This design comes from an exercise in tuning for small area, a short achievable clock period and few clock cycles on the open sky130 flow, not from production work.
Only simulation tests tie the RTL to the original design; equivalence was not proved.
Power and IR drop assume default switching activity.

$ cat flow/run.sh
#!/bin/bash
# synth_recipe.tcl (not shown) runs the flow's synth.tcl, then flattens the netlist and writes it again
# the make line also repeats each setting of config.mk as NAME=value (left out here)
make -C /OpenROAD-flow-scripts/flow DESIGN_CONFIG=/design/flow/config.mk WORK_HOME=/design/flow/orfs CLKGATE_MAP_FILE= SYNTH_SCRIPT=/design/flow/synth_recipe.tcl finish
$ cat flow/constraint.sdc
create_clock -name core_clock -period 10.0 [get_ports {clk}]
set_input_delay 2.0000 -clock core_clock [delete_from_list [all_inputs] [get_ports {clk}]]
set_output_delay 2.0000 -clock core_clock [all_outputs]
set_load 0.01 [all_outputs]
$ cat flow/config.mk
export PLATFORM = sky130hd
export DESIGN_NAME = ahb_lite_fir_filter
export DESIGN_NICKNAME = ahb_lite_fir_filter
export VERILOG_FILES = /design/flow/design.v
export SDC_FILE = /design/flow/constraint.sdc
export NUM_CORES = 4
export LEC_CHECK = 0
export ABC_AREA = 1
export CAP_MARGIN = 30
export CORE_MARGIN = 2
export CORE_UTILIZATION = 55
export CTS_CLUSTER_DIAMETER = 100
export CTS_CLUSTER_SIZE = 25
export SETUP_SLACK_MARGIN = 5
export SLEW_MARGIN = 30
export TNS_END_PERCENT = 100
$ cat flow/design.v
module magnitude(
    input  logic [16:0] in,
    input  logic [3:1]  nz,
    output logic [15:0] out
);
    logic [3:0] g;            
    logic       below;
    always_comb begin
        g = {nz, 1'b0};
        for (int i = 0; i < 16; i++) begin
            below = g[i / 4];
            for (int j = 4 * (i / 4); j < i; j++) below = below | in[j];
            out[i] = in[i] ^ (in[16] & below);
        end
    end
endmodule
module mul_tree(
    input  logic [15:0] a,
    input  logic [15:0] b,
    output logic [32:0] ra,
    output logic [32:0] rb
);
    wire one0 = b[0] ^ 1'b0;
    wire two0 = (b[1] & ~b[0] & ~1'b0) | (~b[1] & b[0] & 1'b0);
    wire neg0 = b[1] & ~(b[0] & 1'b0);
    wire pp0_0 = ((one0 & a[0]) | (two0 & 1'b0)) ^ neg0;
    wire pp0_1 = ((one0 & a[1]) | (two0 & a[0])) ^ neg0;
    wire pp0_2 = ((one0 & a[2]) | (two0 & a[1])) ^ neg0;
    wire pp0_3 = ((one0 & a[3]) | (two0 & a[2])) ^ neg0;
    wire pp0_4 = ((one0 & a[4]) | (two0 & a[3])) ^ neg0;
    wire pp0_5 = ((one0 & a[5]) | (two0 & a[4])) ^ neg0;
    wire pp0_6 = ((one0 & a[6]) | (two0 & a[5])) ^ neg0;
    wire pp0_7 = ((one0 & a[7]) | (two0 & a[6])) ^ neg0;
    wire pp0_8 = ((one0 & a[8]) | (two0 & a[7])) ^ neg0;
    wire pp0_9 = ((one0 & a[9]) | (two0 & a[8])) ^ neg0;
    wire pp0_10 = ((one0 & a[10]) | (two0 & a[9])) ^ neg0;
    wire pp0_11 = ((one0 & a[11]) | (two0 & a[10])) ^ neg0;
    wire pp0_12 = ((one0 & a[12]) | (two0 & a[11])) ^ neg0;
    wire pp0_13 = ((one0 & a[13]) | (two0 & a[12])) ^ neg0;
    wire pp0_14 = ((one0 & a[14]) | (two0 & a[13])) ^ neg0;
    wire pp0_15 = ((one0 & a[15]) | (two0 & a[14])) ^ neg0;
    wire pp0_16 = ((one0 & 1'b0) | (two0 & a[15])) ^ neg0;
    wire one1 = b[2] ^ b[1];
    wire two1 = (b[3] & ~b[2] & ~b[1]) | (~b[3] & b[2] & b[1]);
    wire neg1 = b[3] & ~(b[2] & b[1]);
    wire pp1_0 = ((one1 & a[0]) | (two1 & 1'b0)) ^ neg1;
    wire pp1_1 = ((one1 & a[1]) | (two1 & a[0])) ^ neg1;
    wire pp1_2 = ((one1 & a[2]) | (two1 & a[1])) ^ neg1;
    wire pp1_3 = ((one1 & a[3]) | (two1 & a[2])) ^ neg1;
    wire pp1_4 = ((one1 & a[4]) | (two1 & a[3])) ^ neg1;
    wire pp1_5 = ((one1 & a[5]) | (two1 & a[4])) ^ neg1;
    wire pp1_6 = ((one1 & a[6]) | (two1 & a[5])) ^ neg1;
    wire pp1_7 = ((one1 & a[7]) | (two1 & a[6])) ^ neg1;
    wire pp1_8 = ((one1 & a[8]) | (two1 & a[7])) ^ neg1;
    wire pp1_9 = ((one1 & a[9]) | (two1 & a[8])) ^ neg1;
    wire pp1_10 = ((one1 & a[10]) | (two1 & a[9])) ^ neg1;
    wire pp1_11 = ((one1 & a[11]) | (two1 & a[10])) ^ neg1;
    wire pp1_12 = ((one1 & a[12]) | (two1 & a[11])) ^ neg1;
    wire pp1_13 = ((one1 & a[13]) | (two1 & a[12])) ^ neg1;
    wire pp1_14 = ((one1 & a[14]) | (two1 & a[13])) ^ neg1;
    wire pp1_15 = ((one1 & a[15]) | (two1 & a[14])) ^ neg1;
    wire pp1_16 = ((one1 & 1'b0) | (two1 & a[15])) ^ neg1;
    wire one2 = b[4] ^ b[3];
    wire two2 = (b[5] & ~b[4] & ~b[3]) | (~b[5] & b[4] & b[3]);
    wire neg2 = b[5] & ~(b[4] & b[3]);
    wire pp2_0 = ((one2 & a[0]) | (two2 & 1'b0)) ^ neg2;
    wire pp2_1 = ((one2 & a[1]) | (two2 & a[0])) ^ neg2;
    wire pp2_2 = ((one2 & a[2]) | (two2 & a[1])) ^ neg2;
    wire pp2_3 = ((one2 & a[3]) | (two2 & a[2])) ^ neg2;
    wire pp2_4 = ((one2 & a[4]) | (two2 & a[3])) ^ neg2;
    wire pp2_5 = ((one2 & a[5]) | (two2 & a[4])) ^ neg2;
    wire pp2_6 = ((one2 & a[6]) | (two2 & a[5])) ^ neg2;
    wire pp2_7 = ((one2 & a[7]) | (two2 & a[6])) ^ neg2;
    wire pp2_8 = ((one2 & a[8]) | (two2 & a[7])) ^ neg2;
    wire pp2_9 = ((one2 & a[9]) | (two2 & a[8])) ^ neg2;
    wire pp2_10 = ((one2 & a[10]) | (two2 & a[9])) ^ neg2;
    wire pp2_11 = ((one2 & a[11]) | (two2 & a[10])) ^ neg2;
    wire pp2_12 = ((one2 & a[12]) | (two2 & a[11])) ^ neg2;
    wire pp2_13 = ((one2 & a[13]) | (two2 & a[12])) ^ neg2;
    wire pp2_14 = ((one2 & a[14]) | (two2 & a[13])) ^ neg2;
    wire pp2_15 = ((one2 & a[15]) | (two2 & a[14])) ^ neg2;
    wire pp2_16 = ((one2 & 1'b0) | (two2 & a[15])) ^ neg2;
    wire one3 = b[6] ^ b[5];
    wire two3 = (b[7] & ~b[6] & ~b[5]) | (~b[7] & b[6] & b[5]);
    wire neg3 = b[7] & ~(b[6] & b[5]);
    wire pp3_0 = ((one3 & a[0]) | (two3 & 1'b0)) ^ neg3;
    wire pp3_1 = ((one3 & a[1]) | (two3 & a[0])) ^ neg3;
    wire pp3_2 = ((one3 & a[2]) | (two3 & a[1])) ^ neg3;
    wire pp3_3 = ((one3 & a[3]) | (two3 & a[2])) ^ neg3;
    wire pp3_4 = ((one3 & a[4]) | (two3 & a[3])) ^ neg3;
    wire pp3_5 = ((one3 & a[5]) | (two3 & a[4])) ^ neg3;
    wire pp3_6 = ((one3 & a[6]) | (two3 & a[5])) ^ neg3;
    wire pp3_7 = ((one3 & a[7]) | (two3 & a[6])) ^ neg3;
    wire pp3_8 = ((one3 & a[8]) | (two3 & a[7])) ^ neg3;
    wire pp3_9 = ((one3 & a[9]) | (two3 & a[8])) ^ neg3;
    wire pp3_10 = ((one3 & a[10]) | (two3 & a[9])) ^ neg3;
    wire pp3_11 = ((one3 & a[11]) | (two3 & a[10])) ^ neg3;
    wire pp3_12 = ((one3 & a[12]) | (two3 & a[11])) ^ neg3;
    wire pp3_13 = ((one3 & a[13]) | (two3 & a[12])) ^ neg3;
    wire pp3_14 = ((one3 & a[14]) | (two3 & a[13])) ^ neg3;
    wire pp3_15 = ((one3 & a[15]) | (two3 & a[14])) ^ neg3;
    wire pp3_16 = ((one3 & 1'b0) | (two3 & a[15])) ^ neg3;
    wire one4 = b[8] ^ b[7];
    wire two4 = (b[9] & ~b[8] & ~b[7]) | (~b[9] & b[8] & b[7]);
    wire neg4 = b[9] & ~(b[8] & b[7]);
    wire pp4_0 = ((one4 & a[0]) | (two4 & 1'b0)) ^ neg4;
    wire pp4_1 = ((one4 & a[1]) | (two4 & a[0])) ^ neg4;
    wire pp4_2 = ((one4 & a[2]) | (two4 & a[1])) ^ neg4;
    wire pp4_3 = ((one4 & a[3]) | (two4 & a[2])) ^ neg4;
    wire pp4_4 = ((one4 & a[4]) | (two4 & a[3])) ^ neg4;
    wire pp4_5 = ((one4 & a[5]) | (two4 & a[4])) ^ neg4;
    wire pp4_6 = ((one4 & a[6]) | (two4 & a[5])) ^ neg4;
    wire pp4_7 = ((one4 & a[7]) | (two4 & a[6])) ^ neg4;
    wire pp4_8 = ((one4 & a[8]) | (two4 & a[7])) ^ neg4;
    wire pp4_9 = ((one4 & a[9]) | (two4 & a[8])) ^ neg4;
    wire pp4_10 = ((one4 & a[10]) | (two4 & a[9])) ^ neg4;
    wire pp4_11 = ((one4 & a[11]) | (two4 & a[10])) ^ neg4;
    wire pp4_12 = ((one4 & a[12]) | (two4 & a[11])) ^ neg4;
    wire pp4_13 = ((one4 & a[13]) | (two4 & a[12])) ^ neg4;
    wire pp4_14 = ((one4 & a[14]) | (two4 & a[13])) ^ neg4;
    wire pp4_15 = ((one4 & a[15]) | (two4 & a[14])) ^ neg4;
    wire pp4_16 = ((one4 & 1'b0) | (two4 & a[15])) ^ neg4;
    wire one5 = b[10] ^ b[9];
    wire two5 = (b[11] & ~b[10] & ~b[9]) | (~b[11] & b[10] & b[9]);
    wire neg5 = b[11] & ~(b[10] & b[9]);
    wire pp5_0 = ((one5 & a[0]) | (two5 & 1'b0)) ^ neg5;
    wire pp5_1 = ((one5 & a[1]) | (two5 & a[0])) ^ neg5;
    wire pp5_2 = ((one5 & a[2]) | (two5 & a[1])) ^ neg5;
    wire pp5_3 = ((one5 & a[3]) | (two5 & a[2])) ^ neg5;
    wire pp5_4 = ((one5 & a[4]) | (two5 & a[3])) ^ neg5;
    wire pp5_5 = ((one5 & a[5]) | (two5 & a[4])) ^ neg5;
    wire pp5_6 = ((one5 & a[6]) | (two5 & a[5])) ^ neg5;
    wire pp5_7 = ((one5 & a[7]) | (two5 & a[6])) ^ neg5;
    wire pp5_8 = ((one5 & a[8]) | (two5 & a[7])) ^ neg5;
    wire pp5_9 = ((one5 & a[9]) | (two5 & a[8])) ^ neg5;
    wire pp5_10 = ((one5 & a[10]) | (two5 & a[9])) ^ neg5;
    wire pp5_11 = ((one5 & a[11]) | (two5 & a[10])) ^ neg5;
    wire pp5_12 = ((one5 & a[12]) | (two5 & a[11])) ^ neg5;
    wire pp5_13 = ((one5 & a[13]) | (two5 & a[12])) ^ neg5;
    wire pp5_14 = ((one5 & a[14]) | (two5 & a[13])) ^ neg5;
    wire pp5_15 = ((one5 & a[15]) | (two5 & a[14])) ^ neg5;
    wire pp5_16 = ((one5 & 1'b0) | (two5 & a[15])) ^ neg5;
    wire one6 = b[12] ^ b[11];
    wire two6 = (b[13] & ~b[12] & ~b[11]) | (~b[13] & b[12] & b[11]);
    wire neg6 = b[13] & ~(b[12] & b[11]);
    wire pp6_0 = ((one6 & a[0]) | (two6 & 1'b0)) ^ neg6;
    wire pp6_1 = ((one6 & a[1]) | (two6 & a[0])) ^ neg6;
    wire pp6_2 = ((one6 & a[2]) | (two6 & a[1])) ^ neg6;
    wire pp6_3 = ((one6 & a[3]) | (two6 & a[2])) ^ neg6;
    wire pp6_4 = ((one6 & a[4]) | (two6 & a[3])) ^ neg6;
    wire pp6_5 = ((one6 & a[5]) | (two6 & a[4])) ^ neg6;
    wire pp6_6 = ((one6 & a[6]) | (two6 & a[5])) ^ neg6;
    wire pp6_7 = ((one6 & a[7]) | (two6 & a[6])) ^ neg6;
    wire pp6_8 = ((one6 & a[8]) | (two6 & a[7])) ^ neg6;
    wire pp6_9 = ((one6 & a[9]) | (two6 & a[8])) ^ neg6;
    wire pp6_10 = ((one6 & a[10]) | (two6 & a[9])) ^ neg6;
    wire pp6_11 = ((one6 & a[11]) | (two6 & a[10])) ^ neg6;
    wire pp6_12 = ((one6 & a[12]) | (two6 & a[11])) ^ neg6;
    wire pp6_13 = ((one6 & a[13]) | (two6 & a[12])) ^ neg6;
    wire pp6_14 = ((one6 & a[14]) | (two6 & a[13])) ^ neg6;
    wire pp6_15 = ((one6 & a[15]) | (two6 & a[14])) ^ neg6;
    wire pp6_16 = ((one6 & 1'b0) | (two6 & a[15])) ^ neg6;
    wire one7 = b[14] ^ b[13];
    wire two7 = (b[15] & ~b[14] & ~b[13]) | (~b[15] & b[14] & b[13]);
    wire neg7 = b[15] & ~(b[14] & b[13]);
    wire pp7_0 = ((one7 & a[0]) | (two7 & 1'b0)) ^ neg7;
    wire pp7_1 = ((one7 & a[1]) | (two7 & a[0])) ^ neg7;
    wire pp7_2 = ((one7 & a[2]) | (two7 & a[1])) ^ neg7;
    wire pp7_3 = ((one7 & a[3]) | (two7 & a[2])) ^ neg7;
    wire pp7_4 = ((one7 & a[4]) | (two7 & a[3])) ^ neg7;
    wire pp7_5 = ((one7 & a[5]) | (two7 & a[4])) ^ neg7;
    wire pp7_6 = ((one7 & a[6]) | (two7 & a[5])) ^ neg7;
    wire pp7_7 = ((one7 & a[7]) | (two7 & a[6])) ^ neg7;
    wire pp7_8 = ((one7 & a[8]) | (two7 & a[7])) ^ neg7;
    wire pp7_9 = ((one7 & a[9]) | (two7 & a[8])) ^ neg7;
    wire pp7_10 = ((one7 & a[10]) | (two7 & a[9])) ^ neg7;
    wire pp7_11 = ((one7 & a[11]) | (two7 & a[10])) ^ neg7;
    wire pp7_12 = ((one7 & a[12]) | (two7 & a[11])) ^ neg7;
    wire pp7_13 = ((one7 & a[13]) | (two7 & a[12])) ^ neg7;
    wire pp7_14 = ((one7 & a[14]) | (two7 & a[13])) ^ neg7;
    wire pp7_15 = ((one7 & a[15]) | (two7 & a[14])) ^ neg7;
    wire pp7_16 = ((one7 & 1'b0) | (two7 & a[15])) ^ neg7;
    wire one8 = 1'b0 ^ b[15];
    wire two8 = (1'b0 & ~1'b0 & ~b[15]) | (~1'b0 & 1'b0 & b[15]);
    wire neg8 = 1'b0 & ~(1'b0 & b[15]);
    wire pp8_0 = ((one8 & a[0]) | (two8 & 1'b0)) ^ neg8;
    wire pp8_1 = ((one8 & a[1]) | (two8 & a[0])) ^ neg8;
    wire pp8_2 = ((one8 & a[2]) | (two8 & a[1])) ^ neg8;
    wire pp8_3 = ((one8 & a[3]) | (two8 & a[2])) ^ neg8;
    wire pp8_4 = ((one8 & a[4]) | (two8 & a[3])) ^ neg8;
    wire pp8_5 = ((one8 & a[5]) | (two8 & a[4])) ^ neg8;
    wire pp8_6 = ((one8 & a[6]) | (two8 & a[5])) ^ neg8;
    wire pp8_7 = ((one8 & a[7]) | (two8 & a[6])) ^ neg8;
    wire pp8_8 = ((one8 & a[8]) | (two8 & a[7])) ^ neg8;
    wire pp8_9 = ((one8 & a[9]) | (two8 & a[8])) ^ neg8;
    wire pp8_10 = ((one8 & a[10]) | (two8 & a[9])) ^ neg8;
    wire pp8_11 = ((one8 & a[11]) | (two8 & a[10])) ^ neg8;
    wire pp8_12 = ((one8 & a[12]) | (two8 & a[11])) ^ neg8;
    wire pp8_13 = ((one8 & a[13]) | (two8 & a[12])) ^ neg8;
    wire pp8_14 = ((one8 & a[14]) | (two8 & a[13])) ^ neg8;
    wire pp8_15 = ((one8 & a[15]) | (two8 & a[14])) ^ neg8;
    wire pp8_16 = ((one8 & 1'b0) | (two8 & a[15])) ^ neg8;
    wire hs0 = pp0_16 ^ pp1_14;
    wire hc0 = pp0_16 & pp1_14;
    wire fs1 = ~neg0 ^ pp1_15 ^ pp2_13;
    wire fc1 = (~neg0 & pp1_15) | (~neg0 & pp2_13) | (pp1_15 & pp2_13);
    wire hs2 = pp1_16 ^ pp2_14;
    wire hc2 = pp1_16 & pp2_14;
    wire hs3 = pp0_10 ^ pp1_8;
    wire hc3 = pp0_10 & pp1_8;
    wire hs4 = pp0_11 ^ pp1_9;
    wire hc4 = pp0_11 & pp1_9;
    wire fs5 = pp0_12 ^ pp1_10 ^ pp2_8;
    wire fc5 = (pp0_12 & pp1_10) | (pp0_12 & pp2_8) | (pp1_10 & pp2_8);
    wire hs6 = pp3_6 ^ pp4_4;
    wire hc6 = pp3_6 & pp4_4;
    wire fs7 = pp0_13 ^ pp1_11 ^ pp2_9;
    wire fc7 = (pp0_13 & pp1_11) | (pp0_13 & pp2_9) | (pp1_11 & pp2_9);
    wire hs8 = pp3_7 ^ pp4_5;
    wire hc8 = pp3_7 & pp4_5;
    wire fs9 = pp0_14 ^ pp1_12 ^ pp2_10;
    wire fc9 = (pp0_14 & pp1_12) | (pp0_14 & pp2_10) | (pp1_12 & pp2_10);
    wire fs10 = pp3_8 ^ pp4_6 ^ pp5_4;
    wire fc10 = (pp3_8 & pp4_6) | (pp3_8 & pp5_4) | (pp4_6 & pp5_4);
    wire hs11 = pp6_2 ^ pp7_0;
    wire hc11 = pp6_2 & pp7_0;
    wire fs12 = pp0_15 ^ pp1_13 ^ pp2_11;
    wire fc12 = (pp0_15 & pp1_13) | (pp0_15 & pp2_11) | (pp1_13 & pp2_11);
    wire fs13 = pp3_9 ^ pp4_7 ^ pp5_5;
    wire fc13 = (pp3_9 & pp4_7) | (pp3_9 & pp5_5) | (pp4_7 & pp5_5);
    wire hs14 = pp6_3 ^ pp7_1;
    wire hc14 = pp6_3 & pp7_1;
    wire fs15 = pp2_12 ^ pp3_10 ^ pp4_8;
    wire fc15 = (pp2_12 & pp3_10) | (pp2_12 & pp4_8) | (pp3_10 & pp4_8);
    wire fs16 = pp5_6 ^ pp6_4 ^ pp7_2;
    wire fc16 = (pp5_6 & pp6_4) | (pp5_6 & pp7_2) | (pp6_4 & pp7_2);
    wire fs17 = pp8_0 ^ neg8 ^ hs0;
    wire fc17 = (pp8_0 & neg8) | (pp8_0 & hs0) | (neg8 & hs0);
    wire fs18 = pp3_11 ^ pp4_9 ^ pp5_7;
    wire fc18 = (pp3_11 & pp4_9) | (pp3_11 & pp5_7) | (pp4_9 & pp5_7);
    wire fs19 = pp6_5 ^ pp7_3 ^ pp8_1;
    wire fc19 = (pp6_5 & pp7_3) | (pp6_5 & pp8_1) | (pp7_3 & pp8_1);
    wire fs20 = 1'b1 ^ fs1 ^ hc0;
    wire fc20 = (1'b1 & fs1) | (1'b1 & hc0) | (fs1 & hc0);
    wire fs21 = pp3_12 ^ pp4_10 ^ pp5_8;
    wire fc21 = (pp3_12 & pp4_10) | (pp3_12 & pp5_8) | (pp4_10 & pp5_8);
    wire fs22 = pp6_6 ^ pp7_4 ^ pp8_2;
    wire fc22 = (pp6_6 & pp7_4) | (pp6_6 & pp8_2) | (pp7_4 & pp8_2);
    wire fs23 = 1'b1 ^ hs2 ^ fc1;
    wire fc23 = (1'b1 & hs2) | (1'b1 & fc1) | (hs2 & fc1);
    wire fs24 = ~neg1 ^ pp2_15 ^ pp3_13;
    wire fc24 = (~neg1 & pp2_15) | (~neg1 & pp3_13) | (pp2_15 & pp3_13);
    wire fs25 = pp4_11 ^ pp5_9 ^ pp6_7;
    wire fc25 = (pp4_11 & pp5_9) | (pp4_11 & pp6_7) | (pp5_9 & pp6_7);
    wire fs26 = pp7_5 ^ pp8_3 ^ hc2;
    wire fc26 = (pp7_5 & pp8_3) | (pp7_5 & hc2) | (pp8_3 & hc2);
    wire fs27 = pp2_16 ^ pp3_14 ^ pp4_12;
    wire fc27 = (pp2_16 & pp3_14) | (pp2_16 & pp4_12) | (pp3_14 & pp4_12);
    wire fs28 = pp5_10 ^ pp6_8 ^ pp7_6;
    wire fc28 = (pp5_10 & pp6_8) | (pp5_10 & pp7_6) | (pp6_8 & pp7_6);
    wire hs29 = pp8_4 ^ 1'b1;
    wire hc29 = pp8_4 & 1'b1;
    wire fs30 = ~neg2 ^ pp3_15 ^ pp4_13;
    wire fc30 = (~neg2 & pp3_15) | (~neg2 & pp4_13) | (pp3_15 & pp4_13);
    wire fs31 = pp5_11 ^ pp6_9 ^ pp7_7;
    wire fc31 = (pp5_11 & pp6_9) | (pp5_11 & pp7_7) | (pp6_9 & pp7_7);
    wire fs32 = pp3_16 ^ pp4_14 ^ pp5_12;
    wire fc32 = (pp3_16 & pp4_14) | (pp3_16 & pp5_12) | (pp4_14 & pp5_12);
    wire hs33 = pp6_10 ^ pp7_8;
    wire hc33 = pp6_10 & pp7_8;
    wire fs34 = ~neg3 ^ pp4_15 ^ pp5_13;
    wire fc34 = (~neg3 & pp4_15) | (~neg3 & pp5_13) | (pp4_15 & pp5_13);
    wire hs35 = pp4_16 ^ pp5_14;
    wire hc35 = pp4_16 & pp5_14;
    wire hs36 = pp0_6 ^ pp1_4;
    wire hc36 = pp0_6 & pp1_4;
    wire hs37 = pp0_7 ^ pp1_5;
    wire hc37 = pp0_7 & pp1_5;
    wire fs38 = pp0_8 ^ pp1_6 ^ pp2_4;
    wire fc38 = (pp0_8 & pp1_6) | (pp0_8 & pp2_4) | (pp1_6 & pp2_4);
    wire hs39 = pp3_2 ^ pp4_0;
    wire hc39 = pp3_2 & pp4_0;
    wire fs40 = pp0_9 ^ pp1_7 ^ pp2_5;
    wire fc40 = (pp0_9 & pp1_7) | (pp0_9 & pp2_5) | (pp1_7 & pp2_5);
    wire hs41 = pp3_3 ^ pp4_1;
    wire hc41 = pp3_3 & pp4_1;
    wire fs42 = pp2_6 ^ pp3_4 ^ pp4_2;
    wire fc42 = (pp2_6 & pp3_4) | (pp2_6 & pp4_2) | (pp3_4 & pp4_2);
    wire fs43 = pp5_0 ^ neg5 ^ hs3;
    wire fc43 = (pp5_0 & neg5) | (pp5_0 & hs3) | (neg5 & hs3);
    wire fs44 = pp2_7 ^ pp3_5 ^ pp4_3;
    wire fc44 = (pp2_7 & pp3_5) | (pp2_7 & pp4_3) | (pp3_5 & pp4_3);
    wire fs45 = pp5_1 ^ hs4 ^ hc3;
    wire fc45 = (pp5_1 & hs4) | (pp5_1 & hc3) | (hs4 & hc3);
    wire fs46 = pp5_2 ^ pp6_0 ^ neg6;
    wire fc46 = (pp5_2 & pp6_0) | (pp5_2 & neg6) | (pp6_0 & neg6);
    wire fs47 = fs5 ^ hs6 ^ hc4;
    wire fc47 = (fs5 & hs6) | (fs5 & hc4) | (hs6 & hc4);
    wire fs48 = pp5_3 ^ pp6_1 ^ fs7;
    wire fc48 = (pp5_3 & pp6_1) | (pp5_3 & fs7) | (pp6_1 & fs7);
    wire fs49 = hs8 ^ fc5 ^ hc6;
    wire fc49 = (hs8 & fc5) | (hs8 & hc6) | (fc5 & hc6);
    wire fs50 = neg7 ^ fs9 ^ fs10;
    wire fc50 = (neg7 & fs9) | (neg7 & fs10) | (fs9 & fs10);
    wire fs51 = hs11 ^ fc7 ^ hc8;
    wire fc51 = (hs11 & fc7) | (hs11 & hc8) | (fc7 & hc8);
    wire fs52 = fs12 ^ fs13 ^ hs14;
    wire fc52 = (fs12 & fs13) | (fs12 & hs14) | (fs13 & hs14);
    wire fs53 = fc9 ^ fc10 ^ hc11;
    wire fc53 = (fc9 & fc10) | (fc9 & hc11) | (fc10 & hc11);
    wire fs54 = fs15 ^ fs16 ^ fs17;
    wire fc54 = (fs15 & fs16) | (fs15 & fs17) | (fs16 & fs17);
    wire fs55 = fc12 ^ fc13 ^ hc14;
    wire fc55 = (fc12 & fc13) | (fc12 & hc14) | (fc13 & hc14);
    wire fs56 = fs18 ^ fs19 ^ fs20;
    wire fc56 = (fs18 & fs19) | (fs18 & fs20) | (fs19 & fs20);
    wire fs57 = fc15 ^ fc16 ^ fc17;
    wire fc57 = (fc15 & fc16) | (fc15 & fc17) | (fc16 & fc17);
    wire fs58 = fs21 ^ fs22 ^ fs23;
    wire fc58 = (fs21 & fs22) | (fs21 & fs23) | (fs22 & fs23);
    wire fs59 = fc18 ^ fc19 ^ fc20;
    wire fc59 = (fc18 & fc19) | (fc18 & fc20) | (fc19 & fc20);
    wire fs60 = fs24 ^ fs25 ^ fs26;
    wire fc60 = (fs24 & fs25) | (fs24 & fs26) | (fs25 & fs26);
    wire fs61 = fc21 ^ fc22 ^ fc23;
    wire fc61 = (fc21 & fc22) | (fc21 & fc23) | (fc22 & fc23);
    wire fs62 = fs27 ^ fs28 ^ hs29;
    wire fc62 = (fs27 & fs28) | (fs27 & hs29) | (fs28 & hs29);
    wire fs63 = fc24 ^ fc25 ^ fc26;
    wire fc63 = (fc24 & fc25) | (fc24 & fc26) | (fc25 & fc26);
    wire fs64 = pp8_5 ^ fs30 ^ fs31;
    wire fc64 = (pp8_5 & fs30) | (pp8_5 & fs31) | (fs30 & fs31);
    wire fs65 = fc27 ^ fc28 ^ hc29;
    wire fc65 = (fc27 & fc28) | (fc27 & hc29) | (fc28 & hc29);
    wire fs66 = pp8_6 ^ 1'b1 ^ fs32;
    wire fc66 = (pp8_6 & 1'b1) | (pp8_6 & fs32) | (1'b1 & fs32);
    wire fs67 = hs33 ^ fc30 ^ fc31;
    wire fc67 = (hs33 & fc30) | (hs33 & fc31) | (fc30 & fc31);
    wire fs68 = pp6_11 ^ pp7_9 ^ pp8_7;
    wire fc68 = (pp6_11 & pp7_9) | (pp6_11 & pp8_7) | (pp7_9 & pp8_7);
    wire fs69 = fs34 ^ fc32 ^ hc33;
    wire fc69 = (fs34 & fc32) | (fs34 & hc33) | (fc32 & hc33);
    wire fs70 = pp6_12 ^ pp7_10 ^ pp8_8;
    wire fc70 = (pp6_12 & pp7_10) | (pp6_12 & pp8_8) | (pp7_10 & pp8_8);
    wire fs71 = 1'b1 ^ hs35 ^ fc34;
    wire fc71 = (1'b1 & hs35) | (1'b1 & fc34) | (hs35 & fc34);
    wire fs72 = ~neg4 ^ pp5_15 ^ pp6_13;
    wire fc72 = (~neg4 & pp5_15) | (~neg4 & pp6_13) | (pp5_15 & pp6_13);
    wire fs73 = pp7_11 ^ pp8_9 ^ hc35;
    wire fc73 = (pp7_11 & pp8_9) | (pp7_11 & hc35) | (pp8_9 & hc35);
    wire fs74 = pp5_16 ^ pp6_14 ^ pp7_12;
    wire fc74 = (pp5_16 & pp6_14) | (pp5_16 & pp7_12) | (pp6_14 & pp7_12);
    wire hs75 = pp8_10 ^ 1'b1;
    wire hc75 = pp8_10 & 1'b1;
    wire fs76 = ~neg5 ^ pp6_15 ^ pp7_13;
    wire fc76 = (~neg5 & pp6_15) | (~neg5 & pp7_13) | (pp6_15 & pp7_13);
    wire hs77 = pp6_16 ^ pp7_14;
    wire hc77 = pp6_16 & pp7_14;
    wire hs78 = pp0_4 ^ pp1_2;
    wire hc78 = pp0_4 & pp1_2;
    wire hs79 = pp0_5 ^ pp1_3;
    wire hc79 = pp0_5 & pp1_3;
    wire fs80 = pp2_2 ^ pp3_0 ^ neg3;
    wire fc80 = (pp2_2 & pp3_0) | (pp2_2 & neg3) | (pp3_0 & neg3);
    wire fs81 = pp2_3 ^ pp3_1 ^ hs37;
    wire fc81 = (pp2_3 & pp3_1) | (pp2_3 & hs37) | (pp3_1 & hs37);
    wire fs82 = neg4 ^ fs38 ^ hs39;
    wire fc82 = (neg4 & fs38) | (neg4 & hs39) | (fs38 & hs39);
    wire fs83 = fs40 ^ hs41 ^ fc38;
    wire fc83 = (fs40 & hs41) | (fs40 & fc38) | (hs41 & fc38);
    wire fs84 = fs42 ^ fs43 ^ fc40;
    wire fc84 = (fs42 & fs43) | (fs42 & fc40) | (fs43 & fc40);
    wire fs85 = fs44 ^ fs45 ^ fc42;
    wire fc85 = (fs44 & fs45) | (fs44 & fc42) | (fs45 & fc42);
    wire fs86 = fs46 ^ fs47 ^ fc44;
    wire fc86 = (fs46 & fs47) | (fs46 & fc44) | (fs47 & fc44);
    wire fs87 = fs48 ^ fs49 ^ fc46;
    wire fc87 = (fs48 & fs49) | (fs48 & fc46) | (fs49 & fc46);
    wire fs88 = fs50 ^ fs51 ^ fc48;
    wire fc88 = (fs50 & fs51) | (fs50 & fc48) | (fs51 & fc48);
    wire fs89 = fs52 ^ fs53 ^ fc50;
    wire fc89 = (fs52 & fs53) | (fs52 & fc50) | (fs53 & fc50);
    wire fs90 = fs54 ^ fs55 ^ fc52;
    wire fc90 = (fs54 & fs55) | (fs54 & fc52) | (fs55 & fc52);
    wire fs91 = fs56 ^ fs57 ^ fc54;
    wire fc91 = (fs56 & fs57) | (fs56 & fc54) | (fs57 & fc54);
    wire fs92 = fs58 ^ fs59 ^ fc56;
    wire fc92 = (fs58 & fs59) | (fs58 & fc56) | (fs59 & fc56);
    wire fs93 = fs60 ^ fs61 ^ fc58;
    wire fc93 = (fs60 & fs61) | (fs60 & fc58) | (fs61 & fc58);
    wire fs94 = fs62 ^ fs63 ^ fc60;
    wire fc94 = (fs62 & fs63) | (fs62 & fc60) | (fs63 & fc60);
    wire fs95 = fs64 ^ fs65 ^ fc62;
    wire fc95 = (fs64 & fs65) | (fs64 & fc62) | (fs65 & fc62);
    wire fs96 = fs66 ^ fs67 ^ fc64;
    wire fc96 = (fs66 & fs67) | (fs66 & fc64) | (fs67 & fc64);
    wire fs97 = fs68 ^ fs69 ^ fc66;
    wire fc97 = (fs68 & fs69) | (fs68 & fc66) | (fs69 & fc66);
    wire fs98 = fs70 ^ fs71 ^ fc68;
    wire fc98 = (fs70 & fs71) | (fs70 & fc68) | (fs71 & fc68);
    wire fs99 = fs72 ^ fs73 ^ fc70;
    wire fc99 = (fs72 & fs73) | (fs72 & fc70) | (fs73 & fc70);
    wire fs100 = fs74 ^ hs75 ^ fc72;
    wire fc100 = (fs74 & hs75) | (fs74 & fc72) | (hs75 & fc72);
    wire fs101 = pp8_11 ^ fs76 ^ fc74;
    wire fc101 = (pp8_11 & fs76) | (pp8_11 & fc74) | (fs76 & fc74);
    wire fs102 = pp8_12 ^ 1'b1 ^ hs77;
    wire fc102 = (pp8_12 & 1'b1) | (pp8_12 & hs77) | (1'b1 & hs77);
    wire fs103 = ~neg6 ^ pp7_15 ^ pp8_13;
    wire fc103 = (~neg6 & pp7_15) | (~neg6 & pp8_13) | (pp7_15 & pp8_13);
    wire hs104 = pp7_16 ^ pp8_14;
    wire hc104 = pp7_16 & pp8_14;
    wire hs105 = pp0_2 ^ pp1_0;
    wire hc105 = pp0_2 & pp1_0;
    wire hs106 = pp0_3 ^ pp1_1;
    wire hc106 = pp0_3 & pp1_1;
    wire fs107 = pp2_0 ^ neg2 ^ hs78;
    wire fc107 = (pp2_0 & neg2) | (pp2_0 & hs78) | (neg2 & hs78);
    wire fs108 = pp2_1 ^ hs79 ^ hc78;
    wire fc108 = (pp2_1 & hs79) | (pp2_1 & hc78) | (hs79 & hc78);
    wire fs109 = hs36 ^ fs80 ^ hc79;
    wire fc109 = (hs36 & fs80) | (hs36 & hc79) | (fs80 & hc79);
    wire fs110 = hc36 ^ fs81 ^ fc80;
    wire fc110 = (hc36 & fs81) | (hc36 & fc80) | (fs81 & fc80);
    wire fs111 = hc37 ^ fs82 ^ fc81;
    wire fc111 = (hc37 & fs82) | (hc37 & fc81) | (fs82 & fc81);
    wire fs112 = hc39 ^ fs83 ^ fc82;
    wire fc112 = (hc39 & fs83) | (hc39 & fc82) | (fs83 & fc82);
    wire fs113 = hc41 ^ fs84 ^ fc83;
    wire fc113 = (hc41 & fs84) | (hc41 & fc83) | (fs84 & fc83);
    wire fs114 = fc43 ^ fs85 ^ fc84;
    wire fc114 = (fc43 & fs85) | (fc43 & fc84) | (fs85 & fc84);
    wire fs115 = fc45 ^ fs86 ^ fc85;
    wire fc115 = (fc45 & fs86) | (fc45 & fc85) | (fs86 & fc85);
    wire fs116 = fc47 ^ fs87 ^ fc86;
    wire fc116 = (fc47 & fs87) | (fc47 & fc86) | (fs87 & fc86);
    wire fs117 = fc49 ^ fs88 ^ fc87;
    wire fc117 = (fc49 & fs88) | (fc49 & fc87) | (fs88 & fc87);
    wire fs118 = fc51 ^ fs89 ^ fc88;
    wire fc118 = (fc51 & fs89) | (fc51 & fc88) | (fs89 & fc88);
    wire fs119 = fc53 ^ fs90 ^ fc89;
    wire fc119 = (fc53 & fs90) | (fc53 & fc89) | (fs90 & fc89);
    wire fs120 = fc55 ^ fs91 ^ fc90;
    wire fc120 = (fc55 & fs91) | (fc55 & fc90) | (fs91 & fc90);
    wire fs121 = fc57 ^ fs92 ^ fc91;
    wire fc121 = (fc57 & fs92) | (fc57 & fc91) | (fs92 & fc91);
    wire fs122 = fc59 ^ fs93 ^ fc92;
    wire fc122 = (fc59 & fs93) | (fc59 & fc92) | (fs93 & fc92);
    wire fs123 = fc61 ^ fs94 ^ fc93;
    wire fc123 = (fc61 & fs94) | (fc61 & fc93) | (fs94 & fc93);
    wire fs124 = fc63 ^ fs95 ^ fc94;
    wire fc124 = (fc63 & fs95) | (fc63 & fc94) | (fs95 & fc94);
    wire fs125 = fc65 ^ fs96 ^ fc95;
    wire fc125 = (fc65 & fs96) | (fc65 & fc95) | (fs96 & fc95);
    wire fs126 = fc67 ^ fs97 ^ fc96;
    wire fc126 = (fc67 & fs97) | (fc67 & fc96) | (fs97 & fc96);
    wire fs127 = fc69 ^ fs98 ^ fc97;
    wire fc127 = (fc69 & fs98) | (fc69 & fc97) | (fs98 & fc97);
    wire fs128 = fc71 ^ fs99 ^ fc98;
    wire fc128 = (fc71 & fs99) | (fc71 & fc98) | (fs99 & fc98);
    wire fs129 = fc73 ^ fs100 ^ fc99;
    wire fc129 = (fc73 & fs100) | (fc73 & fc99) | (fs100 & fc99);
    wire fs130 = hc75 ^ fs101 ^ fc100;
    wire fc130 = (hc75 & fs101) | (hc75 & fc100) | (fs101 & fc100);
    wire fs131 = fc76 ^ fs102 ^ fc101;
    wire fc131 = (fc76 & fs102) | (fc76 & fc101) | (fs102 & fc101);
    wire fs132 = hc77 ^ fs103 ^ fc102;
    wire fc132 = (hc77 & fs103) | (hc77 & fc102) | (fs103 & fc102);
    wire fs133 = 1'b1 ^ hs104 ^ fc103;
    wire fc133 = (1'b1 & hs104) | (1'b1 & fc103) | (hs104 & fc103);
    wire fs134 = ~neg7 ^ pp8_15 ^ hc104;
    wire fc134 = (~neg7 & pp8_15) | (~neg7 & hc104) | (pp8_15 & hc104);
    wire hs135 = pp8_16 ^ 1'b1;
    wire hc135 = pp8_16 & 1'b1;
    assign ra = {hs135, fs134, fs133, fs132, fs131, fs130, fs129, fs128, fs127, fs126, fs125, fs124, fs123, fs122, fs121, fs120, fs119, fs118, fs117, fs116, fs115, fs114, fs113, fs112, fs111, fs110, fs109, fs108, fs107, hs106, neg1, pp0_1, pp0_0};
    assign rb = {fc134, fc133, fc132, fc131, fc130, fc129, fc128, fc127, fc126, fc125, fc124, fc123, fc122, fc121, fc120, fc119, fc118, fc117, fc116, fc115, fc114, fc113, fc112, fc111, fc110, fc109, fc108, fc107, hc106, hc105, hs105, 1'b0, neg0};
endmodule
module fir_filter(
    input  logic        clk,
    input  logic        n_rst,
    input  logic        start_sample,    
    input  logic        start_load,      
    input  logic [15:0] new_sample,      
    input  logic [63:0] coeff_regs,      
    output logic        busy,
    output logic        err,
    output logic [16:0] r_q,             
    output logic [3:1]  nz_q             
);
    logic [15:0] x0, x1, x2;             
    logic [15:0] f0, f1, f2, f3;         
    logic [16:0] q3;                     
    logic [16:0] qd;                     
    logic        e1, e2;                 
    logic [3:0]  s1;                     
    logic [3:0]  s2;                     
    logic        ld;                     
    logic [15:0] ma, mb;
    logic [32:0] ra, rb;                 
    logic [32:0] pa, pb;                 
    assign x0 = new_sample;
    always_comb begin
        ma = s1[1] ? x1 : (s1[2] ? x2 : x0);
        mb = ({16{s1[0]}} & f0) | ({16{s1[3]}} & f1) | ({16{s1[1]}} & f2) | ({16{s1[2]}} & f3);
    end
    mul_tree tree(.a(ma), .b(mb), .ra(ra), .rb(rb));
    always_ff @(posedge clk) begin
        pa <= ra;
        pb <= rb;
    end
    logic [14:0] lo;
    logic        c15;
    logic [16:0] xs;
    assign {c15, lo} = {1'b0, pa[14:0]} + {1'b0, pb[14:0]};
    assign xs = pa[31:15] + pb[31:15] + {16'd0, c15};
    wire e0 = xs[16];
    logic [17:0] ea, eb, na, nq3;
    logic [17:0] s1a, c1a, s2a, c2a;
    logic [17:0] t3, t4;
    always_comb begin
        ea  = pa[32:15];
        eb  = pb[32:15];
        if (s2[3])           na = ~{2'b00, qd[16] ? 16'd0 : qd[15:0]};
        else if (s2[0] & ~e1) na = ~{qd[16], qd};
        else                 na = '1;
        nq3 = ~{2'b00, q3[15:0]};
        s1a = ea ^ eb ^ na;
        c1a = {((ea[16:0] & eb[16:0]) | (ea[16:0] & na[16:0]) | (eb[16:0] & na[16:0])), c15};
        t3  = s1a + c1a + 18'd1;
        s2a = s1a ^ c1a ^ nq3;
        c2a = {((s1a[16:0] & c1a[16:0]) | (s1a[16:0] & nq3[16:0]) | (c1a[16:0] & nq3[16:0])), 1'b1};
        t4  = s2a + c2a + 18'd1;
    end
    logic        ovf3, ovf4, e_next;
    logic [16:0] r;
    logic [3:1]  nz3, nz4, nz;
    always_comb begin
        ovf3 = ~e2 & ~t3[17] & t3[16];
        ovf4 = t4[17] & ~t4[16];
        nz3 = {|t3[11:0], |t3[7:0], |t3[3:0]};
        nz4 = {|t4[11:0], |t4[7:0], |t4[3:0]};
        e_next = 1'b1;
        if (e0) begin
            r = 17'd0;
            nz = 3'd0;
        end else if (e1 | e2 | ovf3 | q3[16]) begin
            r = t3[16:0];
            nz = nz3;
        end else begin
            r = t4[16:0];
            nz = nz4;
            e_next = ovf4;
        end
    end
    wire acc = s2[0];
    always_ff @(posedge clk, negedge n_rst) begin
        if (!n_rst) begin
            x1 <= '0; x2 <= '0;
            f0 <= '0; f1 <= '0; f2 <= '0; f3 <= '0;
            q3 <= '0; qd <= '0; e1 <= 1'b0; e2 <= 1'b0;
            s1 <= '0; s2 <= '0; ld <= 1'b0;
            busy <= 1'b0; err <= 1'b0; r_q <= '0; nz_q <= '0;
        end else begin
            if (start_sample) begin
                x1 <= x0;
                x2 <= x1;
            end
            if (start_load) begin
                f0 <= coeff_regs[15:0];
                f1 <= coeff_regs[31:16];
                f2 <= coeff_regs[47:32];
                f3 <= coeff_regs[63:48];
            end
            if (s2[1]) qd <= t3[16:0];
            if (s2[2]) q3 <= t3[16:0];
            if (s2[3]) begin
                qd <= t3[16:0];
                e1 <= e0;
                e2 <= qd[16];
            end
            if (acc) begin
                r_q <= r;
                nz_q <= nz;
                err <= e_next;
            end else if (start_load) begin
                err <= 1'b0;
            end
            if (start_sample)    s1 <= 4'b0001;
            else if (start_load) s1 <= 4'b0010;
            else                 s1 <= {s1[2:0], 1'b0};
            s2 <= s1;
            if (start_sample)    ld <= 1'b0;
            else if (start_load) ld <= 1'b1;
            busy <= start_sample | start_load | (~ld & s1[0]) | (ld & (s1[1] | s1[2] | s1[3]));
        end
    end
endmodule
module ahb_lite_fir_filter(
    input logic clk,
    input logic n_rst,
    input logic hsel,
    input logic [3:0] haddr,
    input logic hsize,
    input logic [1:0] htrans,
    input logic hwrite,
    input logic [15:0] hwdata,
    output logic [15:0] hrdata,
    output logic hresp
);
    logic        wr_q;           
    logic [3:0]  a_q;
    logic        sz_q;
    logic [13:4][7:0] regs;      
    logic [7:1]  reg14;          
    logic        busy, err;
    logic [15:0] fir_out;
    logic [16:0] r_q;
    logic [3:1]  nz_q;
    logic [13:4] be;
    assign hresp = hsel & ((hwrite & ((haddr <= 4'd3) | (haddr == 4'd15)))
                         | (~hwrite & (haddr == 4'd15)));
    always_comb begin
        for (int i = 4; i <= 13; i++)
            be[i] = wr_q & (a_q[3:1] == i[3:1]) & (sz_q | (a_q[0] == i[0]));
    end
    wire be14 = wr_q & (a_q == 4'd14);
    wire start_sample = be[4] | be[5];
    wire start_load = be14 & hwdata[0];
    always_ff @(posedge clk, negedge n_rst) begin
        if (!n_rst) begin
            wr_q <= 1'b0;
            a_q <= '0;
            sz_q <= 1'b0;
            for (int i = 4; i <= 13; i++) regs[i] <= '0;
            reg14 <= '0;
        end else begin
            wr_q <= hsel & (htrans != 2'b00) & hwrite & ~hresp;
            a_q <= haddr;
            sz_q <= hsize;
            for (int i = 4; i <= 13; i++)
                if (be[i]) regs[i] <= i[0] ? hwdata[15:8] : hwdata[7:0];
            if (be14) reg14 <= hwdata[0] ? 7'd0 : hwdata[7:1];
        end
    end
    magnitude mag_u(.in(r_q), .nz(nz_q), .out(fir_out));
    logic [7:0] rb [0:15];
    always_comb begin
        rb[0] = {7'd0, busy};
        rb[1] = {7'd0, err};
        rb[2] = fir_out[7:0];
        rb[3] = fir_out[15:8];
        for (int i = 4; i <= 13; i++) rb[i] = regs[i];
        rb[14] = {reg14, 1'b0};
        rb[15] = 8'd0;
        hrdata[15:8] = (a_q == 4'd14 || (!sz_q && !a_q[0])) ? 8'd0 : rb[{a_q[3:1], 1'b1}];
        hrdata[7:0]  = (!sz_q && a_q[0]) ? 8'd0 : rb[{a_q[3:1], 1'b0}];
    end
    fir_filter filt(
        .clk(clk), .n_rst(n_rst),
        .start_sample(start_sample), .start_load(start_load),
        .new_sample({regs[5], regs[4]}),
        .coeff_regs({regs[13], regs[12], regs[11], regs[10], regs[9], regs[8], regs[7], regs[6]}),
        .busy(busy), .err(err), .r_q(r_q), .nz_q(nz_q)
    );
endmodule
==> results of run 1 <==
per-stage QoR:
step	power (mW)	cells	area, sq um	hold slack [ns]
after floorplan	5.08	2535	21700	0.349
after CTS	7.18	3055	23200	0.487
after detailed placement	6.32	3023	22600	0.463
final	7.22	3091	23600	0.483
after global routing	7.90	3091	23600	0.496
after global placement	6.26	3022	22500	0.453
path summary, 6_finish.rpt:
kind	startpoint	end	slack [ns]	cells after the start
setup / recovery	haddr[3]	hresp	5.07	4
hold / removal	filt.x2[8]	filt.x2[8]	0.48	2
setup reg to reg	filt.s1[1]	filt.pa[23]	5.17	14
hold reg to reg	filt.x2[8]	filt.x2[8]	0.48	2
max in group asynchronous	n_rst	filt.q3[9]	7.14	3
min in group asynchronous	n_rst	filt.x2[2]	1.43	1
metal layers:
layer / part of all wire (%) / vias up / GRT usage [%] / wire length [um]
li1: - / 8239 / - / -
met1: 46 / 8324 / 41.4 / 26700
met2: 46 / 513 / 46.6 / 26800
met3: 5.2 / 96 / 3.43 / 3000
met4: 2.9 / 0 / 7.98 / 1680
met5: 0 / - / 0 / 0
area by class of cell:
cell class,count,area [sq um],area share (%)
well taps,518,648,2.75
repair inverters,2,12.5,0.0531
multi-input cells,1690,12000,50.9
clock inverters,6,76.3,0.324
clock buffers,26,480,2.04
inverters,418,1620,6.88
repair buffers,111,1030,4.38
flip-flops and latches,320,7700,32.6
cell families (layout without fill, tap and decap cells):
| logic type | Yosys count | in the layout | share of synthesized area [%] |
|---|---|---|---|
| and+or+nand+nor | 697 | 697 | 13.5 |
| AOI/OAI and AO/OA | 574 | 574 | 15.5 |
| buffers and inverters | 525 | 563 | 9.61 |
| DFF | 320 | 320 | 35.5 |
| adders and majority gates | 236 | 236 | 18.4 |
| xor gates and xnor gates | 169 | 169 | 6.83 |
| muxes | 14 | 14 | 0.728 |
worst max-delay path: stages:
cell	delay (ns)
dlygate4sd2_1	0.26
or3b_4	0.39
a21boi_2	0.14
buf_2	0.14
state kept, by name, summed over array words and instances (netlist names), 7 cells and up:
register  flops
filt.f0      16
filt.f1      16
filt.f2      16
filt.f3      16
filt.pa      32
filt.pb      32
filt.q3      17
filt.qd      17
filt.r_q     17
filt.x1      16
filt.x2      16
reg14         7
regs         80
power groups by stage:
stage	combinational [mW]	clock [mW]	sequential, mW
2_1_floorplan	3.25	0	1.83
3_3_place_gp	4.36	0	1.90
3_5_place_dp	4.41	0	1.91
4_1_cts	4.45	0.842	1.89
5_1_grt	5.08	0.882	1.94
6_report	4.52	0.813	1.89
layout by cell type, fill, tap and decap left out, types with 5 or more instances in the layout:
master and instances:
nand2_1 448, inv_1 386, dfrtp_1 251, o21ai_0 214, xor2_1 158, o22ai_1 141, fa_1 137, nor2_1 115
ha_1 98, a21oi_1 91, dfxtp_1 64, buf_4 59, nand3_1 51, o21ai_1 39, clkdlybuf4s50_1 36, nand4_1 27
o21ai_2 20, inv_2 19, clkbuf_16 18, a22o_1 17, mux2_2 14, nor2_2 12, clkinvlp_4 11, xnor2_1 10
a221oi_1 10, nand2_2 9, a31oi_1 9, clkbuf_1 8, nor3_1 7, a21oi_2 5
what timing repair did:
| item | in CTS | in global routing |
|---|---|---|
| pin swaps | 1 | 3 |
| endpoints found under the hold margin | 0 | 0 |
| setup buffers | 0 | 33 |
| gates cloned | 0 | 2 |
| gates resized for setup | 29 | 31 |
| endpoints found under the setup margin | 35 | 31 |
==> key figures, run 1 <==
Finish
  • Number of diodes: 0
  • Layout Nets: 2,824
  • Area growth syn-to-layout: 8.84%
  • Fin util: 60.9%
  • Filler cells: 3,548
  • Layout cells sized above 1: 8.63%

Power
  • Register share of total power: 26.2%
  • Combinational fraction of design power: a little over three fifths
  • Worst vdd ir: 0.268 mV
  • Cell Int Power: ~3.6 mW
  • Static Leak: 12.1 nW
  • P_sw: 3.64 mW
  • PwrDens: 306 nW/um^2
  • Switch share: around half
  • Clock share of power: a little under an eighth

Floorplan
  • Initial core utilization: about 56%
  • I/O pin count: 44
  • Chip height: 202 um
  • Core Box Area: ~39,000 sq um
  • Core Rows: 72
  • Die area: 41,000 sq um
  • Horiz. Die Dim: approximately 200 um

Drt
  • Detailed Routing Iterations Pass 1: 5
  • Final WL: 58.1 mm
  • DRC viols: 0
  • Vias per cell: approximately 5.6
  • Wirelength per Cell: 18.8 um
  • Via count: 17,200
  • ANT nets after route: 0
  • Starting DRT DRC Count: 1,491

Global route
  • Number of global-route vias before repair: approximately 17,000
  • Total track usage: 28.9%
  • First-pass GRT wire length: around 94 mm
  • Largest net degree at the start of global routing: 161
  • GR Overflow Total: 0
  • Initial antenna violation count: 0

CTS
  • H-tree level count: 1
  • Clock transition at path regs: ~0.1 ns
  • Clock Sinks: 320
  • CTS tree: done
  • Cts hold-fix bufs: 0
  • Clock Path Buffers: 3
  • Clk root buf: clkbuf_16
  • TritonCTS buffer count: 18
  • Worst skew pair latency: 0.57 ns

Hold path
  • HP Class: reg2reg

STA
  • Tcrit/Tclk final: 49.3%
  • Fin. Hold Viols: 0
  • Actual slew at the worst max-slew pin: 1.03 ns
  • Slew headroom: a little under a third
  • Fmax: 0.203 GHz
  • Final setup vio count: 0
  • Total negative slack: 0 ns
  • Final worst setup slack: 5.07 ns
  • Max Clock Skew: roughly 0.049 ns
  • Pins over their slew limit: 0
  • Tmin final: between 4 and 5 ns
  • Unrepaired setup endpoints after global routing: false

Setup path
  • Max FO, Critical Path: 3
  • Worst path required time: 8.00 ns
  • Crit start category: input pin
  • CP arrival: 2.93 ns
  • Critical path type: in2out
  • Critical Path End Type: output pin

Synthesis
  • Yosys top cell by area: dfrtp_1
  • Yosys top cell area share: 29.6%
  • #FFs+latches synth: 320
  • Syn nets: 2,798
  • Top_reg_cell synth: dfrtp_1
  • Yosys warning total: 4
  • Synth top area cells: dfrtp_1 (30%), fa_1 (13%), nand2_1 (7.8%), inv_1 (6.9%), xor2_1 (6.4%)
  • Netlist area before placement: 21,700 sq um
  • Avg Cell Area, Syn: between 8 and 9 sq um
  • Seq/Total Area, Yosys: 35.5%
  • Mapped Cells: 2,535
  • Post-synth ARST share: 80.0%
  • Library cells used by synthesis: between 60 and 70
  • Most common cell in the netlist: nand2_1
  • Number of flops mapped to enable cells by yosys: 0
  • Commonest cells in the netlist: nand2_1 (453), inv_1 (398), dfrtp_1 (256)

Status
  • Status: timing/DRC/antenna clean

Placement
  • RePlAce Congestion: 0.927
  • Post-DP HPWL: 43.2 mm
  • Pre-CTS WS: 4.27 ns
  • Port bufs: 43

Run
  • Reported max-cap violation count: 0
Testbench counts, summed over its fixed seeds: cycles 2,696.
==> inputs of run 2 (changes only) <==
--- a/flow/config.mk
+++ b/flow/config.mk
@@ -5,7 +5,6 @@
 export SDC_FILE = /design/flow/constraint.sdc
 export NUM_CORES = 4
 export LEC_CHECK = 0
-export ABC_AREA = 1
 export CAP_MARGIN = 30
 export CORE_MARGIN = 2
 export CORE_UTILIZATION = 55
==> run 2 against run 1 <==
Still clean on timing, DRC and antenna. Die area increased by 1.1%. Synthesized cell count decreased by 11%. Register-to-register slack improved by 0.02 ns. Wire length increased by 3.8%. Count of clock-buffer cells in the layout decreased by 2. Power decreased by 21%. Sequential cell count unchanged. Largest cell class unchanged. Largest power group unchanged. Highest routed layer unchanged.
==> key figures, run 2 <==
Status
  • Status: timing/DRC/antenna clean

CTS
  • Clock Path Buffers: 3
  • Clock Sinks: 320
  • H-tree level count: 1
  • TritonCTS buffer count: 17
  • Worst skew pair latency: approximately 0.53 ns
  • Clk root buf: clkbuf_16
  • CTS tree: done
  • Clock transition at path regs: 0.10 ns

Synthesis
  • Yosys warning total: 4
  • Library cells used by synthesis: 76
  • Synth top area cells: dfrtp_1 (29%), fa_1 (13%), mux2_2 (9.4%), dfxtp_1 (5.8%), ha_1 (5.7%)
  • Syn nets: 2,508
  • Netlist area before placement: ~22,000 sq um
  • Seq/Total Area, Yosys: 35.1%
  • Post-synth ARST share: 80.0%
  • Top_reg_cell synth: dfrtp_1
  • Number of flops mapped to enable cells by yosys: 0
  • #FFs+latches synth: 320
  • Commonest cells in the netlist: nand2_1 (312), dfrtp_1 (256), inv_1 (251)
  • Avg Cell Area, Syn: roughly 9.8 sq um
  • Mapped Cells: 2,245
  • Most common cell in the netlist: nand2_1
  • Yosys top cell area share: between 20% and 30%
  • Yosys top cell by area: dfrtp_1

Drt
  • Via count: 16,500
  • Wirelength per Cell: 21.5 um
  • Final WL: about 60 mm
  • Vias per cell: 5.86
  • DRC viols: 0
  • ANT nets after route: 0
  • Detailed Routing Iterations Pass 1: 6
  • Starting DRT DRC Count: 1,300

Setup path
  • Critical Path End Type: output pin
  • Worst path required time: 8.00 ns
  • CP arrival: about 2.9 ns
  • Max FO, Critical Path: 2
  • Critical path type: in2out
  • Crit start category: input pin

Global route
  • Initial antenna violation count: 1
  • Met2 usage: about half
  • First-pass GRT wire length: 94.2 mm
  • Met3 usage: 3.71%
  • Grt peak-use layer: met2
  • Largest net degree at the start of global routing: approximately 130
  • GR Overflow Total: 0
  • Total track usage: 29.3%
  • Grt met1 use: between 40% and 50%
  • Number of global-route vias before repair: 16,400

Floorplan
  • Horiz. Die Dim: around 200 um
  • Chip height: 204 um
  • Core Box Area: 39,500 sq um
  • Die area: 41,500 sq um
  • Initial core utilization: between 50% and 60%
  • I/O pin count: 44
  • Core Rows: 73

Finish
  • Final cell count without fillers: approximately 2,800
  • Number of diodes: 0
  • Biggest regs: regs x80, filt.pa x32, filt.pb x32
  • Largest register FFs: 80
  • Most common cell after layout, fill and taps aside: nand2_1
  • Most frequent cells in the layout: nand2_1 (310), dfrtp_1 (247), inv_1 (246)
  • Post-layout instance area: 24,000 sq um
  • Layout Nets: about 2,500
  • Area growth syn-to-layout: 9.44%
  • Layout cells sized above 1: 15.7%
  • Filler cells: 3,396
  • Largest register by flop count: regs

Power
  • PwrDens: 238 nW/um^2
  • Overall Power: 5.72 mW
  • Static Leak: 10.9 nW
  • Worst vdd ir: 0.199 mV

STA
  • Total negative slack: 0 ns
  • Slew headroom: 32.1%
  • Unrepaired setup endpoints after global routing: true
  • Tcrit/Tclk final: 48.9%
  • Fin. Hold Viols: 0
  • WHS: 0.485 ns
  • Fmax: 0.205 GHz
  • Actual slew at the worst max-slew pin: just over 1 ns
  • Pins over their slew limit: 0
  • Max Clock Skew: ~0.015 ns
  • Tmin final: approximately 4.9 ns
  • Final setup vio count: 0

Hold path
  • HP Class: reg2reg

Placement
  • Post-DP HPWL: 43.3 mm
  • RePlAce Congestion: 0.879
  • Placed insts: 2,750
  • DP Area: between 20,000 and 25,000 sq um
  • Port bufs: 43

Run
  • Reported max-cap violation count: 0
run 2: changes by cell type in the layout (fill, tap and decap cells not counted), moves of 20 or more:
cell | before | now
nand2_1 | 448 | 310
mux2i_1 | 0 | 33
inv_1 | 386 | 246
o21ai_0 | 214 | 173
xor2_1 | 158 | 28
a22oi_1 | 1 | 32
o22ai_1 | 141 | 17
nand3_1 | 51 | 16
a21oi_1 | 91 | 50
nand4_1 | 27 | 7
nor2_1 | 115 | 79
mux2_2 | 14 | 182
o21ai_1 | 39 | 14
xnor2_1 | 10 | 138
run 2: final timing paths:
check / depth (start not counted) / slack, ns / end / from
min in group asynchronous: 1 / 1.33 / filt.x1[3] / n_rst
max in group asynchronous: 2 / 7.58 / filt.s2[2] / n_rst
setup reg to reg: 13 / 5.19 / filt.pa[17] / filt.s1[2]
setup / recovery: 5 / 5.11 / hresp / haddr[0]
hold reg to reg: 2 / 0.48 / filt.x2[8] / filt.x2[8]
hold / removal: 2 / 0.48 / filt.x2[8] / filt.x2[8]
run 2: area by class of cell:
type | count | area [sq um] | share of cell area (%)
Multi-Input combinational cell | 1572 | 13200 | 55.0
Sequential cell | 320 | 7700 | 32.1
Inverter | 256 | 978 | 4.08
Timing Repair Buffer | 104 | 963 | 4.02
Tap cell | 525 | 657 | 2.74
Clock buffer | 24 | 452 | 1.88
Clock inverter | 4 | 36.3 | 0.151
Timing Repair inverter | 1 | 5.00 | 0.0209
run 2: kinds of logic after synthesis:
family          after synthesis  share of synthesized area [%]
simple gates                510                           9.98
compound gates              429                           12.4
fa+ha+maj                   236                           18.2
buf+inv                     355                           6.16
mux                         229                           11.6
flops                       320                           35.1
xor+xnor                    166                           6.64
run 2: routing by layer:
metal  routed length (um)  share of wire [%]
met1                27000                 45
met2                28500                 47
met3                 3860                6.4
met4                  981                1.6
met5                    0                  0
run 2: what timing repair did:
item,4_1_cts,5_1_grt
cloned,1,4
setup endpoints to repair,66,57
hold buffers,0,0
resized for setup,40,41
buffers inserted,9,12
pin swaps,2,7
run 2: report_power, final:
group / switching [mW] / leakage (nW) / internal, mW
Combinational: 1.93 / 6.82 / 1.30
Sequential: 0.192 / 3.83 / 1.53
Clock: 0.437 / 0.233 / 0.326
Total: 2.56 / 10.9 / 3.16
run 2: worst max-delay path, cell delays in order:
cell and delay, ns:
clkdlybuf4s50_1 0.48, nand4_1 0.09, nand2_1 0.08, and2_1 0.12
buf_2 0.12
run 2: stage by stage:
step,worst slack [ns],utilization [%]
finish,5.11,60.6
global route,4.93,60.6
CTS,4.98,59.8
detailed placement,4.07,58.0
global placement,4.24,58.0
floorplan,5.02,-
==> inputs of run 3 (changes only) <==
--- a/flow/config.mk
+++ b/flow/config.mk
@@ -5,11 +5,12 @@
 export SDC_FILE = /design/flow/constraint.sdc
 export NUM_CORES = 4
 export LEC_CHECK = 0
+export ABC_AREA = 1
 export CAP_MARGIN = 30
 export CORE_MARGIN = 2
-export CORE_UTILIZATION = 55
+export CORE_UTILIZATION = 62
 export CTS_CLUSTER_DIAMETER = 100
-export CTS_CLUSTER_SIZE = 25
+export CTS_CLUSTER_SIZE = 28
 export SETUP_SLACK_MARGIN = 5
 export SLEW_MARGIN = 30
 export TNS_END_PERCENT = 100
==> run 3 against run 2 <==
Synthesized area fell by 1.1%. Cell count rose by 6.9%. Still clean. Largest power group unchanged. Critical endpoint unchanged. Sequential share of layout area rose by 1.1 points.
==> key figures, run 3 <==
Setup path
  • Reg2Reg Depth: 14
  • R2R setup slack: about 5 ns
  • Worst path required time: 8.00 ns
  • Critical path type: in2out
  • Crit start category: input pin
  • CP top delay family: buffers and inverters
  • Critical-path top delay cell: or3b_4
  • Critical Path End Type: output pin
  • Critical Path End: hresp
  • Worst-path cell chain: dlygate4sd2_1 > or3b_4 > a21boi_2 > buf_2
  • CP arrival: around 3.0 ns
  • Worst Setup SP: haddr[3]
  • Max FO, Critical Path: 3
  • Buf/Inv on CP: 2
  • CP Depth: 4
  • Reg-to-Reg End: filt.pa[17]
  • Worst path max stage delay: just under 0.4 ns
  • R2R Path Start: filt.s1[2]

Synthesis
  • Xor and xnor area share after synthesis: 6.83%
  • Commonest cells in the netlist: nand2_1 (453), inv_1 (398), dfrtp_1 (256)
  • Library cells used by synthesis: 63
  • Yosys top cell by area: dfrtp_1
  • Yosys warning total: 4
  • Syn nets: 2,798
  • Post-Synth Adder-Cell Area: 18.4%
  • Number of flops mapped to enable cells by yosys: 0
  • Yosys top cell area share: 29.6%
  • Synth top area cells: dfrtp_1 (30%), fa_1 (13%), nand2_1 (7.8%), inv_1 (6.9%), xor2_1 (6.4%)
  • Netlist area before placement: 21,700 sq um
  • Simple-Gate Fraction of Synth Area: 13.5%
  • Most common cell in the netlist: nand2_1
  • Multiplexer share of the synthesized area: less than 1%
  • Seq/Total Area, Yosys: 35.5%
  • Largest family of logic cells by synthesized area: adder cells
  • Mapped Cells: roughly 2,500
  • Post-synth ARST share: roughly 80%
  • Avg Cell Area, Syn: 8.55 sq um
  • Compound-Gate Fraction of Synth Area: 15.5%
  • #FFs+latches synth: 320
  • Top_reg_cell synth: dfrtp_1

Floorplan
  • Horiz. Die Dim: 191 um
  • Initial core utilization: 62.9%
  • Die area: 36,500 sq um
  • Core Box Area: 34,500 sq um
  • Chip height: about 190 um
  • I/O pin count: 44
  • Core Rows: 68

CTS
  • Clock Sinks: 320
  • Cts hold-fix bufs: 0
  • H-tree level count: 1
  • TritonCTS buffer count: 16
  • Worst skew pair latency: between 0.5 and 0.6 ns
  • CTS tree: done
  • Clk root buf: clkbuf_16
  • Clock Path Buffers: 3
  • Clock transition at path regs: 0.11 ns

STA
  • Tmin final: 4.96 ns
  • Slew headroom: 34.6%
  • Total negative slack: 0 ns
  • Tcrit/Tclk final: 49.6%
  • Unrepaired setup endpoints after global routing: true
  • Actual slew at the worst max-slew pin: 0.981 ns
  • Fin. Hold Viols: 0
  • Pins over their slew limit: 0
  • Fmax: approximately 0.20 GHz
  • Max Clock Skew: 0.0276 ns
  • Final setup vio count: 0
  • WHS: 0.487 ns
  • Final worst setup slack: 5.04 ns

Finish
  • Layout Nets: 2,799
  • Number of diodes: 0
  • Largest register FFs: 80
  • Biggest regs: regs x80, filt.pa x32, filt.pb x32
  • Filler cells: 2,957
  • Layout cells sized above 1: between 7 and 8%
  • Area growth syn-to-layout: 7.01%
  • Most frequent cells in the layout: nand2_1 (448), inv_1 (388), dfrtp_1 (250)
  • Fin util: between 60% and 70%
  • Most common cell after layout, fill and taps aside: nand2_1
  • Post-layout instance area: 23,200 sq um
  • Largest register by flop count: regs

Global route
  • Largest net degree at the start of global routing: 114
  • First-pass GRT wire length: roughly 90 mm
  • Number of global-route vias before repair: 17,100
  • Initial antenna violation count: 0
  • GR Overflow Total: 0
  • Total track usage: a little under a third

Placement
  • RePlAce Congestion: around 0.90
  • Pre-CTS WS: 4.24 ns
  • DP Area: roughly 22,000 sq um
  • Port bufs: 43
  • Post-DP HPWL: 41.9 mm

Drt
  • Highest metal used: met4
  • ANT nets after route: 0
  • Final WL: 55.5 mm
  • Via count: 17,300
  • M1 WL: roughly 25 mm
  • Starting DRT DRC Count: 1,311
  • DRC viols: 0
  • Met2 WL: 26.3 mm
  • Detailed Routing Iterations Pass 1: 6
  • Wirelength per Cell: 18.5 um
  • Vias per cell: around 5.8
  • Met3 WL: between 2 and 3 mm

Run
  • Reported max-cap violation count: 0

Hold path
  • HP Class: reg2reg
  • WHS Path Cells: 2

Power
  • Worst vdd ir: 0.367 mV
  • PwrDens: just over 300 nW/um^2
  • Static Leak: 11.9 nW

Status
  • Status: timing/DRC/antenna clean
## run 3: cell count changes in the layout (fill, tap and decap cells not counted), moves of 41 or more
cell	change
mux2_2	-168
inv_1	+142
a21oi_1	+42
xnor2_1	-128
o22ai_1	+124
xor2_1	+131
nand2_1	+138
o21ai_0	+41
## run 3: kinds of logic (layout without fill, tap and decap cells)
group | Yosys count | after routing
AOI/OAI and AO/OA | 574 | 574
adders and majority gates | 236 | 236
and+or+nand+nor | 697 | 697
xor gates and xnor gates | 169 | 169
buffers and inverters | 525 | 536
DFF | 320 | 320
muxes | 14 | 14
## run 3: power by group
group	internal (mW)	switching, mW	leakage, nW
clock network	0.324	0.450	0.241
registers	1.65	0.240	3.64
logic	1.58	2.93	8.06
## run 3: layout make-up
class | count | area [sq um] | area share, %
Multi-Input combinational cell | 1690 | 12000 | 51.7
Sequential cell | 320 | 7690 | 33.2
Inverter | 418 | 1610 | 6.96
Timing Repair Buffer | 90 | 818 | 3.53
Tap cell | 455 | 569 | 2.46
Clock buffer | 24 | 440 | 1.90
Clock inverter | 4 | 65.1 | 0.281
## run 3: per-layer routing
metal | track usage (%) | vias up
met5 | 0 | -
met4 | 7.69 | 0
met3 | 2.99 | 96
met2 | 52.1 | 573
met1 | 44.6 | 8408
li1 | - | 8181
## run 3: worst min-delay path by stage
stage	from	end	slack, ns
2_1_floorplan	filt.s1[3]	filt.s2[3]	0.35
3_3_place_gp	filt.x2[9]	filt.x2[9]	0.45
3_5_place_dp	filt.f3[13]	filt.f3[13]	0.46
4_1_cts	filt.f3[13]	filt.f3[13]	0.49
5_1_grt	filt.qd[6]	filt.qd[6]	0.51
6_report	filt.x2[4]	filt.x2[4]	0.49
## run 3: worst register-to-register path, delay by kind of cell, from the launching register on
kind                     cells  cell delay [ns]
adder cells (fa/ha/maj)      6             2.64
AO/OA/AOI/OAI                2             0.54
flip-flops                   1             0.50
XOR/XNOR                     1             0.20
buffers and inverters        4             0.70
AND/OR/NAND/NOR              1             0.18
## run 3: timing repair
item	in CTS	in global routing
pin swaps	1	4
endpoints found under the setup margin	25	33
gates resized for setup	19	25
buffers inserted	0	14
## run 3: per-stage QoR
stage / power (mW) / cells
2_1_floorplan: 5.08 / 2535
3_3_place_gp: 6.22 / 2957
3_5_place_dp: 6.32 / 2959
4_1_cts: 7.12 / 2987
5_1_grt: 7.83 / 3001
6_report: 7.17 / 3001

-- what the ideal ports hide --
In the flow no input, the clock included, has a driving cell. The finished layouts below were timed again as built, in two steps. Step 1 sets driving cells, clkbuf_16 on the clock port and buf_2 on the other inputs (assumed; they add their load-dependent delay and slew). Step 2, shift: input delay + t, output delay - t, t = (earliest + latest rising clock arrival at the registers) / 2. This alone moves slack from input paths to output paths. Slacks: ideal / step 1 / step 2; pairs: ideal / step 1.
| run | t (ns) | setup WS [ns] | worst setup path at the end |
|---|---|---|---|
| run 1 | 0.605 | 5.067 / 5.025 / 5.046 | input to output |
| run 2 | 0.581 | 5.111 / 5.080 / 5.085 | input to output |
| run 3 | 0.589 | 5.045 / 5.005 / 5.022 | input to output |
After both steps setup and hold are still met in every run listed. The setup slack of run 2, which loses most, moves by -0.031 ns with the drivers and by -0.026 ns with both steps.
